From an optimization exercise on the open Yosys and OpenROAD flow, aimed at small area; shortcuts taken in it are not production practice.
The RTL was checked by simulation tests, not by an equivalence proof against the original design.

==> flow/design.v (outline; a module is shown in full before it is edited, if it fits) <==
// module waveform_generator_v5: 121 lines
// module awg_chsum: 2915 lines
// module awg_phase: 124 lines
// module awg_fa: 4 lines
// module awg_ha: 4 lines
module waveform_generator_v5 #(
    parameter integer DATA_WIDTH    = 16,
    parameter integer IDX_W         = 5,
    parameter integer GAIN_W        = 8,
    parameter integer LUT_ADDR_W    = 6,
    parameter integer PHASE_W       = 16,
    parameter integer STARTUP_DELAY = 0
)(
    input  wire                   clk,
    input  wire                   rst_n,
    input  wire [31:0]            s_axis_tdata,
    input  wire                   s_axis_tvalid,
    output wire                   s_axis_tready,
    output wire                   active_bank_o,
    output wire [31:0]            m_axis_tdata,
    output wire                   m_axis_tvalid,
    input  wire                   m_axis_tready
);
  // ...
==> flow/flow/run.sh <==
#!/bin/bash
# Own flow: the standard synthesis, then netlist clean-up, then the standard flow's
# standard layout from the cleaned netlist to finish.
# Clean-up (flow/fainv.py, flow/reabc.sh), repeated three times:
#  * fainv.py removes redundant inverters around full-adder cells (sky130 fa
#    is self-dual, so an adder may take complemented inputs and give
#    complemented outputs; xor2/xnor2 absorb inverted inputs);
#  * reabc.sh re-maps the remaining combinational cells with ABC for area,
#    keeping flip-flops, adder cells and tie cells as they are.
# Registers (names, count, cell types) are those of the standard synthesis.
set -euo pipefail
R=orfs/results/${FLOW_PLATFORM}/waveform_generator_v5/base
bash standard.sh synth > flow_synth.log 2>&1
cp "$R/1_2_yosys.v" net_0.v
python3 flow/fainv.py net_0.v net_1.v > fainv_1.log 2>&1
bash flow/reabc.sh net_1.v net_2.v reabc_2.log > /dev/null
python3 flow/fainv.py net_2.v net_3.v > fainv_3.log 2>&1
bash flow/reabc.sh net_3.v net_4.v reabc_4.log > /dev/null
python3 flow/fainv.py net_4.v net_5.v > fainv_5.log 2>&1
cp net_5.v "$R/1_2_yosys.v"
rm -f "$R/1_synth.odb" "$R/1_synth.sdc"
bash standard.sh > flow_finish.log 2>&1
==> flow/flow/fainv.py <==
#!/usr/bin/env python3
"""Remove redundant inverters around full-adder cells in a mapped netlist.

sky130 fa (SUM = A^B^CIN, COUT = MAJ(A,B,CIN)) is self-dual: feeding it the
complements of its inputs yields the complements of both outputs.  Each FA
may therefore be "flipped" (inputs and outputs complemented) without changing
the function.  Inverters are removed and re-inserted (one per signal that
some pin needs complemented), choosing flips by greedy local search so that
as few inverters as possible are needed.  Flip-flops and ports are untouched.
Flips are chosen by simulated annealing (fixed seed) then a greedy polish;
XOR/XNOR cells absorb input inversions by swapping xor2 <-> xnor2.
usage: fainv.py in.v out.v
"""
import re, sys, collections

src = open(sys.argv[1]).read()
m = re.search(r'\bmodule\s+(\S+)\s*\(', src)
head_end = src.index(';', m.end()) + 1
body_end = src.rindex('endmodule')
body = src[head_end:body_end]

cell_re = re.compile(r'^\s*(sky130_fd_sc_hd__\w+)\s+(\S+)\s*\((.*?)\);', re.S | re.M)
pin_re = re.compile(r'\.(\w+)\(\s*(.*?)\s*\)\s*(?:,|$)', re.S)
decls, cells = [], []
pos = 0
for cm in cell_re.finditer(body):
    decls.append(body[pos:cm.start()])
    pos = cm.end()
    typ, name, pins = cm.group(1), cm.group(2), cm.group(3)
    pl = [(p, n.strip()) for p, n in pin_re.findall(pins.strip())]
    cells.append([typ, name, pl])
rest = body[pos:]
assert 'assign' not in ''.join(decls) + rest, 'assign statements not supported'

OUTP = {'X', 'Y', 'Q', 'Q_N', 'SUM', 'COUT', 'HI', 'LO'}
ports = set()
for pm in re.finditer(r'^\s*(input|output|inout)\s+(\[[^\]]*\]\s*)?([^;]+);', src[:body_end], re.M):
    for n in pm.group(3).split(','):
        ports.add(n.strip())
def base(net):
    return re.sub(r'\s*\[\d+\]$', '', net)
def isport(net):
    return net in ports or base(net) in ports

invs = {}     # out net -> in net (inverters we may remove)
for c in cells:
    typ, name, pl = c
    if re.match(r'sky130_fd_sc_hd__(clk)?inv_\d+$', typ):
        d = dict(pl)
        if not isport(d['Y']):
            invs[d['Y']] = d['A']
def root(net):
    par = 0
    while net in invs:
        net = invs[net]; par ^= 1
    return net, par

XRE = re.compile(r'sky130_fd_sc_hd__(xor2|xnor2|xor3|xnor3)_(\d+)$')
fas = [c for c in cells if c[0] == 'sky130_fd_sc_hd__fa_1' or XRE.match(c[0])]
def isx(c):
    return XRE.match(c[0]) is not None
fa_of_out = {}
for i, c in enumerate(fas):
    for p, n in c[2]:
        if p in OUTP:
            fa_of_out[n] = i
# consumers: (cell index in cells, pin) for every non-inverter input pin
uses = collections.defaultdict(list)   # root signal -> list of (fa index or -1, parity literal)
fa_idx = {id(c): i for i, c in enumerate(fas)}
for c in cells:
    typ, name, pl = c
    d = dict(pl)
    if re.match(r'sky130_fd_sc_hd__(clk)?inv_\d+$', typ) and d['Y'] in invs:
        continue
    for p, n in pl:
        if p in OUTP or n.startswith("1'") or n == '':
            continue
        r, par = root(n)
        if isx(c):
            uses.setdefault(r, [])
            continue
        uses[r].append((fa_idx.get(id(c), -1), par))
# nets feeding ports through removable inverters: ports are never inverter outputs
# (excluded above), but a port may be a root signal; fine.

f = [0] * len(fas)
def sig_cost(r):
    pol = f[fa_of_out[r]] if r in fa_of_out else 0
    need = False
    for j, par in uses[r]:
        req = par ^ (f[j] if j >= 0 else 0)
        if req != pol:
            return 1
    return 0
fa_sigs = []
for i, c in enumerate(fas):
    s = set()
    for p, n in c[2]:
        if p in OUTP:
            s.add(n)
        elif not isx(c):
            s.add(root(n)[0])
    fa_sigs.append(s)
total = sum(sig_cost(r) for r in uses)
orig_inv = sum(1 for c in cells if re.match(r'sky130_fd_sc_hd__(clk)?inv_\d+$', c[0]))
import random, math, os
random.seed(1)
def local(i):
    return sum(sig_cost(r) for r in fa_sigs[i])
cur = total
best = cur
bestf = list(f)
N = len(fas)
steps = int(os.environ.get("FAINV_STEPS", "400")) * N
for step in range(steps):
    T = 1.5 * (1 - step / steps) + 0.01
    i = random.randrange(N)
    before = local(i)
    f[i] ^= 1
    after = local(i)
    dlt = after - before
    if dlt <= 0 or random.random() < math.exp(-dlt / T):
        cur += dlt
        if cur < best:
            best = cur; bestf = list(f)
    else:
        f[i] ^= 1
f = bestf
# final greedy polish
improved = True
while improved:
    improved = False
    for i in range(N):
        before = local(i)
        f[i] ^= 1
        if local(i) < before:
            improved = True
        else:
            f[i] ^= 1
total = sum(sig_cost(r) for r in uses)
sys.stderr.write(f"fainv: {len(fas)} FA/XOR cells, {sum(f)} flipped, inverters {orig_inv} -> {total + (orig_inv - len(invs))}\n")

# rewrite: every removable inverter disappears; pins get root signal or its complement
tag = 0
while f"_fainv{tag}x" in src:
    tag += 1
comp_net = {}
new_cells = []
newwires = []
k = 0
def comp(r):
    global k
    if r not in comp_net:
        n = f"_fainv{tag}x{k}_"; k += 1
        comp_net[r] = n
        newwires.append(n)
        new_cells.append(['sky130_fd_sc_hd__inv_1', f"_fainv{tag}xi{k}_", [('A', physical[r]), ('Y', n)]])
    return comp_net[r]
# physical net carrying each FA output: keep net names; a flipped FA's output net
# now carries the complement, so its name keeps meaning "physical value".
physical = collections.defaultdict(lambda: None)
for r in uses:
    physical[r] = r
out_cells = []
for c in cells:
    typ, name, pl = c
    d = dict(pl)
    if re.match(r'sky130_fd_sc_hd__(clk)?inv_\d+$', typ) and d['Y'] in invs:
        continue
    j = fa_idx.get(id(c), -1)
    npl = []
    if isx(c):
        mm = XRE.match(typ)
        parity = (1 if mm.group(1).startswith('xnor') else 0) ^ f[j]
        for p, n in pl:
            if p in OUTP:
                continue
            r, par = root(n)
            pol = f[fa_of_out[r]] if r in fa_of_out else 0
            parity ^= par ^ pol
            npl.append((p, r))
        outn = [n for p, n in pl if p in OUTP][0]
        kind = mm.group(1)[-1]
        if kind == '2':
            typ = f"sky130_fd_sc_hd__{'xnor2' if parity else 'xor2'}_{mm.group(2)}"
            npl.append(('Y' if parity else 'X', outn))
        else:
            typ = f"sky130_fd_sc_hd__{'xnor3' if parity else 'xor3'}_{mm.group(2)}"
            npl.append(('X', outn))
        out_cells.append([typ, name, npl])
        continue
    for p, n in pl:
        if p in OUTP or n.startswith("1'") or n == '':
            npl.append((p, n)); continue
        r, par = root(n)
        pol = f[fa_of_out[r]] if r in fa_of_out else 0
        req = par ^ (f[j] if j >= 0 else 0)
        npl.append((p, r if req == pol else comp(r)))
    out_cells.append([typ, name, npl])
out_cells += new_cells
def fmt(c):
    def q(n):
        return n + ' ' if n.startswith('\\') else n
    return f"  {c[0]} {q(c[1])} (\n" + ",\n".join(f"    .{p}({q(n)})" for p, n in c[2]) + "\n  );\n"
txt = src[:head_end] + ''.join(decls) + ''.join(f"  wire {w};\n" for w in newwires) + ''.join(fmt(c) for c in out_cells) + rest + src[body_end:]
open(sys.argv[2], 'w').write(txt)
==> flow/flow/reabc.sh <==
#!/bin/bash
# Re-map the combinational standard cells of a mapped netlist with ABC for
# area; flip-flops, adder cells (fa/ha) and tie cells are kept as they are
# (same instances, same names).  usage: reabc.sh in.v out.v log
set -euo pipefail
LIB=${FLOW_HOME}/platforms/${FLOW_PLATFORM}/lib/sky130_fd_sc_hd__tt_025C_1v80.lib
CFG=${FLOW_HOME}/platforms/${FLOW_PLATFORM}/config.mk
DU=""
for c in $(grep -o "sky130_fd_sc_hd__[a-z0-9_]*" $CFG | sort -u | grep -v "conb\|buf_4\|buf_1\|fill"); do DU="$DU -dont_use $c"; done
DU="$DU -dont_use sky130_fd_sc_hd__clkinv_* -dont_use sky130_fd_sc_hd__clkbuf_* -dont_use sky130_fd_sc_hd__clkdly* -dont_use sky130_fd_sc_hd__dly* -dont_use sky130_fd_sc_hd__probe*"
KEEP=$(grep -o "sky130_fd_sc_hd__\(fa\|ha\|df\|edf\|sdf\|conb\)[a-z0-9_]*" $1 | sort -u | tr '\n' ' ')
yosys -l $3 -p "read_liberty -ignore_miss_func $LIB; read_verilog $1; hierarchy -top ${FLOW_TOP}; setattr -mod -set keep_hierarchy 1 $KEEP; flatten; opt_clean; abc -liberty $LIB $DU -script +strash;dc2;dch,-f;map,-a;amap;topo; opt_clean -purge; select ${FLOW_TOP}; write_verilog -noattr -selected $2; tee -o /dev/null stat -liberty $LIB"
==> flow/standard.sh <==
#!/bin/bash
# synth_recipe.tcl (not shown) runs the flow's synth.tcl, then flattens the netlist and writes it again
# the make line also repeats each setting of config.mk as NAME=value (left out here)
make -C /OpenROAD-flow-scripts/flow DESIGN_CONFIG=/design/flow/config.mk WORK_HOME=/design/flow/orfs CLKGATE_MAP_FILE= SYNTH_SCRIPT=/design/flow/synth_recipe.tcl "${@:-finish}"
==> flow/config.mk <==
export PLATFORM = sky130hd
export DESIGN_NAME = waveform_generator_v5
export DESIGN_NICKNAME = waveform_generator_v5
export VERILOG_FILES = /design/flow/design.v
export SDC_FILE = /design/flow/constraint.sdc
export NUM_CORES = 4
export LEC_CHECK = 0
export ABC_AREA = 1
export ABC_CLOCK_PERIOD_IN_PS = 11000
export CAP_MARGIN = 20
export CORE_MARGIN = 2
export CORE_UTILIZATION = 50
export CTS_BUF_LIST = sky130_fd_sc_hd__clkbuf_16
export CTS_CLUSTER_DIAMETER = 100
export CTS_CLUSTER_SIZE = 20
export SLEW_MARGIN = 20
==> flow/constraint.sdc <==
create_clock -name core_clock -period 11.0 [get_ports {clk}]
set_input_delay 2.2000 -clock core_clock [delete_from_list [all_inputs] [get_ports {clk}]]
set_output_delay 2.2000 -clock core_clock [all_outputs]
set_load 0.01 [all_outputs]
==> results.txt, run 1 <==
Cell Area, Synth 90,900 um^2; Worst R2R Setup Slack 0.49 ns; Seq cells 1,015; diode count 13; Worst-Margin Slew 1.08 ns; final core occ 55.2%; CTS buffer count 66; clock buf count 68; CP top delay family adder cells; first-pass GRT wire length 438 mm; hold_buf cts 0; clock root buffer clkbuf_16; reg2reg path depth 36; Final Non-Filler Cells 11,700; Mapped Nets 10,600; initial antenna violation count 13; chip width 430 um; hold path endpoint CH[0].TN[4].a[5]; fraction of area in multi-input gates 61.4%; vias in the first global route 69,700; global route total overflow 0; Area Growth Syn to Fin 9.91%; Worst Path Required 11.43 ns; Worst-path clk slew 0.09 ns; status no timing/DRC/antenna violations; Largest stage delay, worst path 0.76 ns; reg2reg end d1[20]; final setup fails 0; Final Hold Fails 0
==> run 2, diff against run 1 <==
--- a/flow/flow/run.sh
+++ b/flow/flow/run.sh
@@ -8,3 +8,3 @@
 #  * reabc.sh re-maps the remaining combinational cells with ABC for area,
-#    keeping flip-flops, adder cells and tie cells as they are.
+#    keeping flip-flops, full-adder cells and tie cells as they are.
 # Registers (names, count, cell types) are those of the standard synthesis.
--- a/flow/flow/reabc.sh
+++ b/flow/flow/reabc.sh
@@ -3,3 +3,3 @@
 # area; flip-flops, adder cells (fa/ha) and tie cells are kept as they are
-# (same instances, same names).  usage: reabc.sh in.v out.v log
+# (same instances, same names); half adders are re-mapped too.  usage: reabc.sh in.v out.v log
 set -euo pipefail
@@ -10,3 +10,3 @@
 DU="$DU -dont_use sky130_fd_sc_hd__clkinv_* -dont_use sky130_fd_sc_hd__clkbuf_* -dont_use sky130_fd_sc_hd__clkdly* -dont_use sky130_fd_sc_hd__dly* -dont_use sky130_fd_sc_hd__probe*"
-KEEP=$(grep -o "sky130_fd_sc_hd__\(fa\|ha\|df\|edf\|sdf\|conb\)[a-z0-9_]*" $1 | sort -u | tr '\n' ' ')
+KEEP=$(grep -o "sky130_fd_sc_hd__\(fa\|df\|edf\|sdf\|conb\)[a-z0-9_]*" $1 | sort -u | tr '\n' ' ')
 yosys -l $3 -p "read_liberty -ignore_miss_func $LIB; read_verilog $1; hierarchy -top ${FLOW_TOP}; setattr -mod -set keep_hierarchy 1 $KEEP; flatten; opt_clean; abc -liberty $LIB $DU -script +strash;dc2;dch,-f;map,-a;amap;topo; opt_clean -purge; select ${FLOW_TOP}; write_verilog -noattr -selected $2; tee -o /dev/null stat -liberty $LIB"
==> run 2 against run 1 <==
Against the previous run:
- still clean
- final cell count barely moved
- wire length fell by 1.6%
- die area fell by 2.3%
- global-route usage rose by 0.30 points
- count of clock-buffer cells in the layout fell by 8
- synthesized cell count rose by 0.43%
- largest cell class unchanged
- highest routed layer is now met4
==> results.txt, run 2 <==
Tot GR Track Use 31.6% (was 31.3%); PostCTS Resize Cnt 0 (unchanged); GRT busiest layer met1 (unchanged); CTS H-tree lvls 2 (was 3); status no timing/DRC/antenna violations (unchanged); first-pass GRT wire length 431 mm (was 438 mm); die height 425 um (was 430 um); Max Fclk 0.0964 GHz (was 0.0952 GHz); dpl hpwl 225 mm (was 228 mm); Clock Path Buffers 3 (unchanged); Area Growth Syn to Fin 9.57% (was 9.91%); RSZ-0062 raised after global routing no (unchanged); Largest stage delay, worst path 0.67 ns (was 0.76 ns); setup TNS after final layout 0 ns (unchanged); Reg with most FFs CH.TN.ph (unchanged); CP startpoint kind flop (unchanged); DRT antenna net count 0 (unchanged); Final Hold Fails 0 (unchanged); WL final 283 mm (was 287 mm); DIE AREA 181,000 um^2 (was 185,000 um^2); DR pass1 iterations 7 (was 6); vias in the first global route 68,400 (was 69,700); global route total overflow 0 (unchanged); max FFs per register 256 (unchanged); DR vias/cell 6.12 (was 6.15); worst endpoint data arrival time 10.94 ns (about the same); PortBufs 53 (unchanged); Worst Path Required 11.57 ns (was 11.43 ns); initial antenna violation count 4 (was 13); commonest non-fill, non-tap cell in the layout fa_1 (unchanged); commonest non-fill, non-tap cells in the layout fa_1 (1,425), o21ai_0 (1,344), nand2_1 (1,261), o22ai_1 (1,025), nor2_1 (891) (was fa_1 (1,378), o21ai_0 (1,300), nand2_1 (1,234), o22ai_1 (1,085), nor2_1 (738)); Period minus WS final 10.37 ns (was 10.51 ns); CP Launch Point pa (unchanged); Post-Syn Instances 8,832 (was 8,794); final net count 10,800 (was 11,000); period utilization 94.3% (was 95.5%); slew margin rel. 24.0% (was 27.9%); clock root buffer clkbuf_16 (unchanged); Core Rows 154 (was 156); fillers 15,500 (was 15,600); met3 Track Usage GR 6.60% (was 6.53%); reg2reg end d1[16] (was d1[20]); Max-Cap Viols 0 (unchanged); maximum number of pins on one net before global-route repair 155 (was 115); CTS buffer count 59 (was 66); reg2reg path depth 37 (was 36); share of cells above drive strength 1 5.76% (was 6.50%); Syn Area/Cell 10.0 um^2 (was 10.3 um^2); worst min path class flop to flop (unchanged); DR iter-0 viols 8,607 (was 8,794); Worst-path clk slew 0.09 ns (about the same); setup bufs post-CTS 0 (unchanged); Final Wtd Congestion 1.03 (was 1.00); Mapped Nets 10,300 (was 10,600); number of remaining DRC errors 0 (unchanged); met2 global-route usage 46.5% (was 45.6%); Vias 71,400 (was 71,800); CP Capture Point d1[16] (was d1[20]); CP Capture Type flop (unchanged); final core occ 55.2% (about the same); Worst Path Class, Setup flop to flop (unchanged); biggest regs CH.TN.ph (256), CH.TN.bg0 (128), CH.TN.bg1 (128) (unchanged); TritonCTS clock tree built (unchanged); chip width 425 um (was 430 um); Starting Density 50.3% (about the same); Warnings, synthesis 3 (unchanged); Cell Area, Synth 88,800 um^2 (was 90,900 um^2); Worst R2R Setup Slack 0.63 ns (was 0.49 ns); hold_buf cts 0 (unchanged); CP max-delay cell fa_1 (unchanged); Worst-Margin Slew 1.13 ns (was 1.08 ns); Final Max Tran Viols 0 (unchanged); IO Count 71 (unchanged); drt wl/cell 24.2 um (was 24.6 um); Critical Path Fanout Max 64 (was 56); Reg-to-Reg Start pa (unchanged); CTS sink cnt 1,015 (unchanged); Setup Skew 0.0657 ns (was 0.0426 ns); GR Util met1 48.6% (was 48.5%); Core Region 176,000 um^2 (was 181,000 um^2); Worst-Skew Late Latency 0.76 ns (was 0.71 ns); final setup fails 0 (unchanged)
-- run 2: changes by cell type in the layout (fill, tap and decap cells not counted), sizes merged, moves of 20 or more --
cell,before,now
ha,300,0
nand2,1240,1265
xor2,21,58
o22ai,1145,1077
o31ai,13,33
nor3,64,91
a21oi,198,273
nor2,745,895
nor2b,46,26
o21ai,1366,1427
a22oi,87,130
-- run 2: critical path, delay by kind of cell, from the launching register on --
family / cells / cell delay (ns)
AOI/OAI and AO/OA: 19 / 4.05
adders and majority gates: 8 / 3.66
buffers and inverters: 3 / 1.01
and+or+nand+nor: 7 / 0.91
DFF: 1 / 0.48
-- run 2: metrics by stage --
step                      instances  hold slack (ns)  area (um^2)  setup slack [ns]
after floorplan                8832            0.365        89200             -1.63
after global placement        11600            0.378        95400             0.701
after detailed placement      11600            0.387        95400             0.625
after CTS                     11700            0.400        97200             0.534
after global routing          11700            0.414        97200            0.0670
final                         11700            0.397        97200             0.628
-- run 2: layout make-up --
type | instances | area [um^2] | area share, %
antenna | 2 | 5.00 | 0.00515
timing repair inverter | 1 | 5.00 | 0.00515
multi-input combinational | 7201 | 59000 | 60.7
clock inverter | 51 | 283 | 0.291
sequential | 1015 | 28100 | 28.9
tap | 2340 | 2930 | 3.01
timing repair buffer | 387 | 3120 | 3.21
inverter | 616 | 2320 | 2.39
clock buffer | 60 | 1500 | 1.54
-- run 2: worst min path at each step --
stage                             startpoint          endpoint  cells after the start  slack [ns]
after floorplan           CH[0].TN[7].ph[15]  CH[0].TN[7].a[5]                      0        0.37
after global placement    CH[0].TN[7].ph[15]  CH[0].TN[7].a[5]                      0        0.38
after detailed placement  CH[0].TN[0].ph[15]  CH[0].TN[0].a[5]                      0        0.39
after CTS                 CH[1].TN[0].ph[15]  CH[1].TN[0].a[5]                      0        0.40
after global routing      CH[0].TN[0].ph[15]  CH[0].TN[0].a[5]                      0        0.41
final                     CH[0].TN[0].ph[15]  CH[0].TN[0].a[5]                      0        0.40
-- run 2: metal layers --
metal  share of wire, %  up-vias
li1                   -    32900
met1                 45    35200
met2                 43     3028
met3                9.7      259
met4                2.0        0
met5                  0        -
==> run 3, diff against run 2 <==
--- a/flow/config.mk
+++ b/flow/config.mk
@@ -11,6 +11,6 @@
 export CORE_MARGIN = 2
-export CORE_UTILIZATION = 50
+export CORE_UTILIZATION = 62
 export CTS_BUF_LIST = sky130_fd_sc_hd__clkbuf_16
-export CTS_CLUSTER_DIAMETER = 100
-export CTS_CLUSTER_SIZE = 20
+export CTS_CLUSTER_DIAMETER = 120
+export CTS_CLUSTER_SIZE = 24
 export SLEW_MARGIN = 20
==> run 3 against run 2 <==
Against the previous run:
- non-clock buffer count fell by 23
- wire length fell by 1.4%
- critical endpoint is now d1[0]
- register-to-register slack got worse by 0.23 ns
- still clean on timing, DRC and antenna
- first-iteration DRC count rose by 20%
==> results.txt, run 3 <==
status no timing/DRC/antenna violations (unchanged); cell area after layout 96,300 um^2 (was 97,200 um^2); Syn Area/Cell 10.0 um^2 (unchanged); period utilization 96.4% (was 94.3%); Clock Path Buffers 3 (unchanged); Area Growth Syn to Fin 8.51% (was 9.57%); Setup Skew 0.0998 ns (was 0.0657 ns); dpl hpwl 220 mm (was 225 mm); Cell Area, Synth 88,800 um^2 (unchanged); Core Rows 138 (was 154); commonest non-fill, non-tap cell in the layout fa_1 (unchanged); CTS buffer count 50 (was 59); Warnings, synthesis 3 (unchanged); number of remaining DRC errors 0 (unchanged); WL final 279 mm (was 283 mm); Starting Density 62.6% (was 50.3%); slew margin rel. 18.1% (was 24.0%); CTS sink cnt 1,015 (unchanged); Crit path top cell by count fa_1; Vias 73,600 (was 71,400); PortBufs 53 (unchanged); CP max-delay cell dfrtp_4 (was fa_1); Core Region 142,000 um^2 (was 176,000 um^2); RSZ-0062 raised after global routing no (unchanged); placed inst area 94,600 um^2 (was 95,400 um^2); chip width 382 um (was 425 um); Final Hold Fails 0 (unchanged); CP Capture Type flop (unchanged); Max Fclk 0.0943 GHz (was 0.0964 GHz); worst endpoint data arrival time 11.14 ns (was 10.94 ns); commonest non-fill, non-tap cells in the layout fa_1 (1,425), o21ai_0 (1,361), nand2_1 (1,260), o22ai_1 (1,027), nor2_1 (891) (was fa_1 (1,425), o21ai_0 (1,344), nand2_1 (1,261), o22ai_1 (1,025), nor2_1 (891)); global route total overflow 0 (unchanged); first-pass GRT wire length 426 mm (was 431 mm); DRT antenna net count 0 (unchanged); Worst Path Required 11.53 ns (was 11.57 ns); Worst-Margin Slew 1.22 ns (was 1.13 ns); Reg with most FFs CH.TN.ph (unchanged); final core occ 67.9% (was 55.2%); Critical Path Fanout Max 23 (was 64); DIE AREA 146,000 um^2 (was 181,000 um^2); Worst Path Class, Setup flop to flop (unchanged); Final Wtd Congestion 1.07 (was 1.03); Final Max Tran Viols 0 (unchanged); CTS H-tree lvls 2 (unchanged); setup TNS after final layout 0 ns (unchanged); drt wl/cell 24.9 um (was 24.2 um); Mapped Nets 10,300 (unchanged); worst min path class flop to flop (unchanged); Max-Cap Viols 0 (unchanged); Tot GR Track Use 38.4% (was 31.6%); max FFs per register 256 (unchanged); Period minus WS final 10.61 ns (was 10.37 ns); IO Count 71 (unchanged); fillers 10,700 (was 15,500); Post-Syn Instances 8,832 (unchanged); CP startpoint kind flop (unchanged); Largest stage delay, worst path 0.58 ns (was 0.67 ns); die height 382 um (was 425 um); Worst-path clk slew 0.10 ns (was 0.09 ns); DR iter-0 viols 10,300 (was 8,607); share of cells above drive strength 1 5.44% (was 5.76%); maximum number of pins on one net before global-route repair 179 (was 155); initial antenna violation count 12 (was 4); clock root buffer clkbuf_16 (unchanged); biggest regs CH.TN.ph (256), CH.TN.bg0 (128), CH.TN.bg1 (128) (unchanged); final net count 10,700 (was 10,800); final setup fails 0 (unchanged); hold_buf cts 0 (unchanged); Hold Worst Slack 0.399 ns (was 0.397 ns); TritonCTS clock tree built (unchanged); Worst-Skew Late Latency 0.76 ns (about the same); vias in the first global route 70,800 (was 68,400); DR vias/cell 6.58 (was 6.12); DR pass1 iterations 7 (unchanged)
run 3: cell count changes in the layout (fill, tap and decap cells not counted), sizes merged:
cell | previous run | this run
inv | 658 | 653
buf | 334 | 311
clkinv | 6 | 5
clkinvlp | 4 | 3
clkbuf | 61 | 51
diode | 2 | 5
run 3: final cells by class:
class	instances	area, um^2	area share, %
well taps	1890	2360	2.46
inverters	616	2320	2.41
flip-flops and latches	1015	28100	29.1
multi-input cells	7201	59000	61.3
repair inverters	1	5.00	0.00520
clock buffers	50	1250	1.30
clock inverters	44	288	0.299
diodes	5	12.5	0.0130
repair buffers	364	2980	3.09
run 3: worst max-delay path: cells and delay by family (launching register included):
kind,cells,cell delay (ns)
buffers and inverters,6,1.13
flip-flops,1,0.58
AND/OR/NAND/NOR,3,0.48
AO/OA/AOI/OAI,16,4.13
adder cells (fa/ha/maj),8,4.09
run 3: per-stage QoR:
stage | worst slack, ns | cells
finish | 0.394 | 11200
global route | 0.0368 | 11200
CTS | 0.421 | 11200
detailed placement | 0.459 | 11100
global placement | 0.664 | 11100
floorplan | -1.63 | 8832
run 3: layer usage:
metal  global-route usage (%)  up-vias  part of all wire, %
li1                         -    32800                    -
met1                     56.5    35800                   40
met2                     56.2     4392                   43
met3                     11.5      552                   13
met4                     10.1       10                  3.3
met5                        0        -                0.026
run 3: worst paths after layout:
check / startpoint / to / slack [ns] / cells after the start
setup / recovery: pa / d1[0] / 0.39 / 33
hold reg to reg: CH[0].TN[4].ph[15] / CH[0].TN[4].a[5] / 0.40 / 0
min in group asynchronous: rst_n / CH[1].TN[4].ph[12] / 1.39 / 1
max in group asynchronous: rst_n / CH[0].TN[5].ph[10] / 7.82 / 3
hold / removal: CH[0].TN[4].ph[15] / CH[0].TN[4].a[5] / 0.40 / 0
setup reg to reg: pa / d1[0] / 0.39 / 33
run 3: what timing repair did:
| item | in CTS | in global routing |
|---|---|---|
| gates resized for setup | 0 | 11 |
| setup buffers | 0 | 2 |
| setup endpoints to repair | 0 | 24 |
==> run 4, diff against run 3 <==
--- a/flow/config.mk
+++ b/flow/config.mk
@@ -9,3 +9,3 @@
 export ABC_CLOCK_PERIOD_IN_PS = 11000
-export CAP_MARGIN = 20
+export CAP_MARGIN = 10
 export CORE_MARGIN = 2
@@ -15,2 +15,2 @@
 export CTS_CLUSTER_SIZE = 24
-export SLEW_MARGIN = 20
+export SLEW_MARGIN = 10
==> run 4 against run 3 <==
Against the previous run:
- maximum frequency rose by 0.28%
- worst hold slack improved by 0.0046 ns
- sequential share of layout area about the same
- clock skew shrank 0.020 ns
- highest routed layer unchanged
- die area stayed put
- still clean
- critical endpoint unchanged
- register-to-register slack improved by 0.03 ns
==> results.txt, run 4 <==
Max Fclk 0.0945 GHz (was 0.0943 GHz); Final Hold Fails 0 (unchanged); FF+latch area 28,100 um^2 (unchanged); Final Max Tran Viols 0 (unchanged); commonest non-fill, non-tap cell in the layout fa_1 (unchanged); share of cells above drive strength 1 5.40% (was 5.44%); Final Wtd Congestion 1.07 (unchanged); area taken by multi-input logic gates 59,000 um^2 (about the same); dpl hpwl 220 mm (about the same); Worst Path Class, Setup flop to flop (unchanged); worst endpoint data arrival time 11.12 ns (was 11.14 ns); DR vias/cell 6.59 (was 6.58); max FFs per register 256 (unchanged); commonest non-fill, non-tap cells in the layout fa_1 (1,425), o21ai_0 (1,383), nand2_1 (1,261), o22ai_1 (1,027), nor2_1 (891) (was fa_1 (1,425), o21ai_0 (1,361), nand2_1 (1,260), o22ai_1 (1,027), nor2_1 (891)); final setup fails 0 (unchanged); Crit path top cell by count fa_1 (unchanged); DIE AREA 146,000 um^2 (unchanged); cell area after layout 96,300 um^2 (about the same); CTS H-tree lvls 2 (unchanged); Starting Density 62.6% (unchanged); final net count 10,700 (about the same); CP Capture Type flop (unchanged); CP max-delay cell fa_1 (was dfrtp_4); die height 382 um (unchanged); WL final 278 mm (was 279 mm); period utilization 96.1% (was 96.4%); Hold Worst Slack 0.404 ns (was 0.399 ns); Worst-path clk slew 0.11 ns (was 0.10 ns); Post-Syn Instances 8,832 (unchanged); IO Count 71 (unchanged); hold_buf cts 0 (unchanged); Worst-Skew Late Latency 0.74 ns (was 0.76 ns); Reg with most FFs CH.TN.ph (unchanged); DR pass1 iterations 9 (was 7); maximum number of pins on one net before global-route repair 179 (unchanged); DR iter-0 viols 10,300 (about the same); Area Growth Syn to Fin 8.47% (was 8.51%); Cell Area, Synth 88,800 um^2 (unchanged); fillers 10,800 (was 10,700); worst min path class flop to flop (unchanged); TritonCTS clock tree built (unchanged); PortBufs 53 (unchanged); Syn Area/Cell 10.0 um^2 (unchanged); setup TNS after final layout 0 ns (unchanged); Mapped Nets 10,300 (unchanged); Worst Path Required 11.54 ns (was 11.53 ns); CTS buffer count 50 (unchanged); initial antenna violation count 13 (was 12); Core Rows 138 (unchanged); number of remaining DRC errors 0 (unchanged); Max-Cap Viols 0 (unchanged); first-pass GRT wire length 424 mm (was 426 mm); clock root buffer clkbuf_16 (unchanged); chip width 382 um (unchanged); vias in the first global route 70,900 (was 70,800); Worst-Margin Slew 1.25 ns (was 1.22 ns); Critical Path Fanout Max 23 (unchanged); Setup Skew 0.0794 ns (was 0.0998 ns); slew margin rel. 16.0% (was 18.1%); biggest regs CH.TN.ph (256), CH.TN.bg0 (128), CH.TN.bg1 (128) (unchanged); placed inst area 94,600 um^2 (about the same); RSZ-0062 raised after global routing no (unchanged); final core occ 67.9% (about the same); DRT antenna net count 0 (unchanged); CP startpoint kind flop (unchanged); Tot GR Track Use 38.3% (was 38.4%); status no timing/DRC/antenna violations (unchanged); Warnings, synthesis 3 (unchanged); CTS sink cnt 1,015 (unchanged); Period minus WS final 10.58 ns (was 10.61 ns); Core Region 142,000 um^2 (unchanged); Vias 73,700 (was 73,600); Clock Path Buffers 3 (unchanged); global route total overflow 0 (unchanged); Largest stage delay, worst path 0.64 ns (was 0.58 ns); drt wl/cell 24.9 um (about the same)
-- run 4: layer usage --
layer / routed length, um / track usage [%]
met1: 111000 / 55.9
met3: 38000 / 12.3
met5: 163 / 0.496
met4: 8450 / 10.1
met2: 121000 / 55.7
-- run 4: critical path: cells and delay by family (launching register included) --
kind / cells / cell delay (ns)
and+or+nand+nor: 4 / 0.90
DFF: 1 / 0.59
adders and majority gates: 7 / 3.67
buffers and inverters: 5 / 0.94
AOI/OAI and AO/OA: 16 / 4.31
-- run 4: layout make-up --
type	count	area share [%]
Inverter	616	2.41
Clock buffer	50	1.30
Multi-Input combinational cell	7201	61.3
Tap cell	1890	2.46
Timing Repair inverter	1	0.00520
Timing Repair Buffer	366	3.08
Sequential cell	1015	29.2
Antenna cell	2	0.00520
Clock inverter	44	0.299
-- run 4: worst paths after layout --
check                                endpoint  slack, ns  depth (start not counted)                from
min in group asynchronous  CH[1].TN[4].ph[13]       1.40                          1               rst_n
setup / recovery                        d1[0]       0.42                         32                  pa
setup reg to reg                        d1[0]       0.42                         32                  pa
max in group asynchronous  CH[0].TN[5].ph[10]       7.78                          3               rst_n
hold reg to reg              CH[0].TN[1].a[5]       0.40                          0  CH[0].TN[1].ph[15]
hold / removal               CH[0].TN[1].a[5]       0.40                          0  CH[0].TN[1].ph[15]
-- run 4: metrics by stage --
step / worst slack [ns] / instances
floorplan: -1.63 / 8832
global placement: 0.664 / 11100
detailed placement: 0.489 / 11100
CTS: 0.451 / 11200
global route: 0.0736 / 11200
finish: 0.424 / 11200
-- run 4: what timing repair did --
action,in CTS,in global routing
gates resized for setup,0,10
buffers inserted,0,2
endpoints found under the setup margin,0,21

==> afterwards: timing with drivers on the ports <==
The results above use ideal ports. As a check the final layouts listed here were re-extracted and re-timed, cells and wires unchanged. Step 1 (the two cells are an assumption about what drives the block):
set clk [get_ports {clk}]
set_driving_cell -lib_cell sky130_fd_sc_hd__clkbuf_16 $clk
set_driving_cell -lib_cell sky130_fd_sc_hd__buf_2 [delete_from_list [all_inputs] $clk]
Step 2 adds t to the input delays and takes it off the output delays; t is the mean of the earliest and latest rising clock arrival at the registers after step 1. Input paths then give back, and output paths get back, about the clock's delay inside the block. Slacks: ideal / step 1 / step 2; pairs: ideal / step 1.
run | t (ns) | setup WS [ns] | worst setup path after step 2 | latest minus earliest clock arrival (ns)
run 1 | 0.770 | 0.491 / 0.491 / 0.491 | register to register | 0.047 / 0.047
run 2 | 0.810 | 0.628 / 0.628 / 0.628 | register to register | 0.066 / 0.066
run 3 | 0.792 | 0.394 / 0.394 / 0.394 | register to register | 0.106 / 0.105
run 4 | 0.779 | 0.424 / 0.424 / 0.424 | register to register | 0.087 / 0.086
After both steps setup and hold are still met in every run listed.
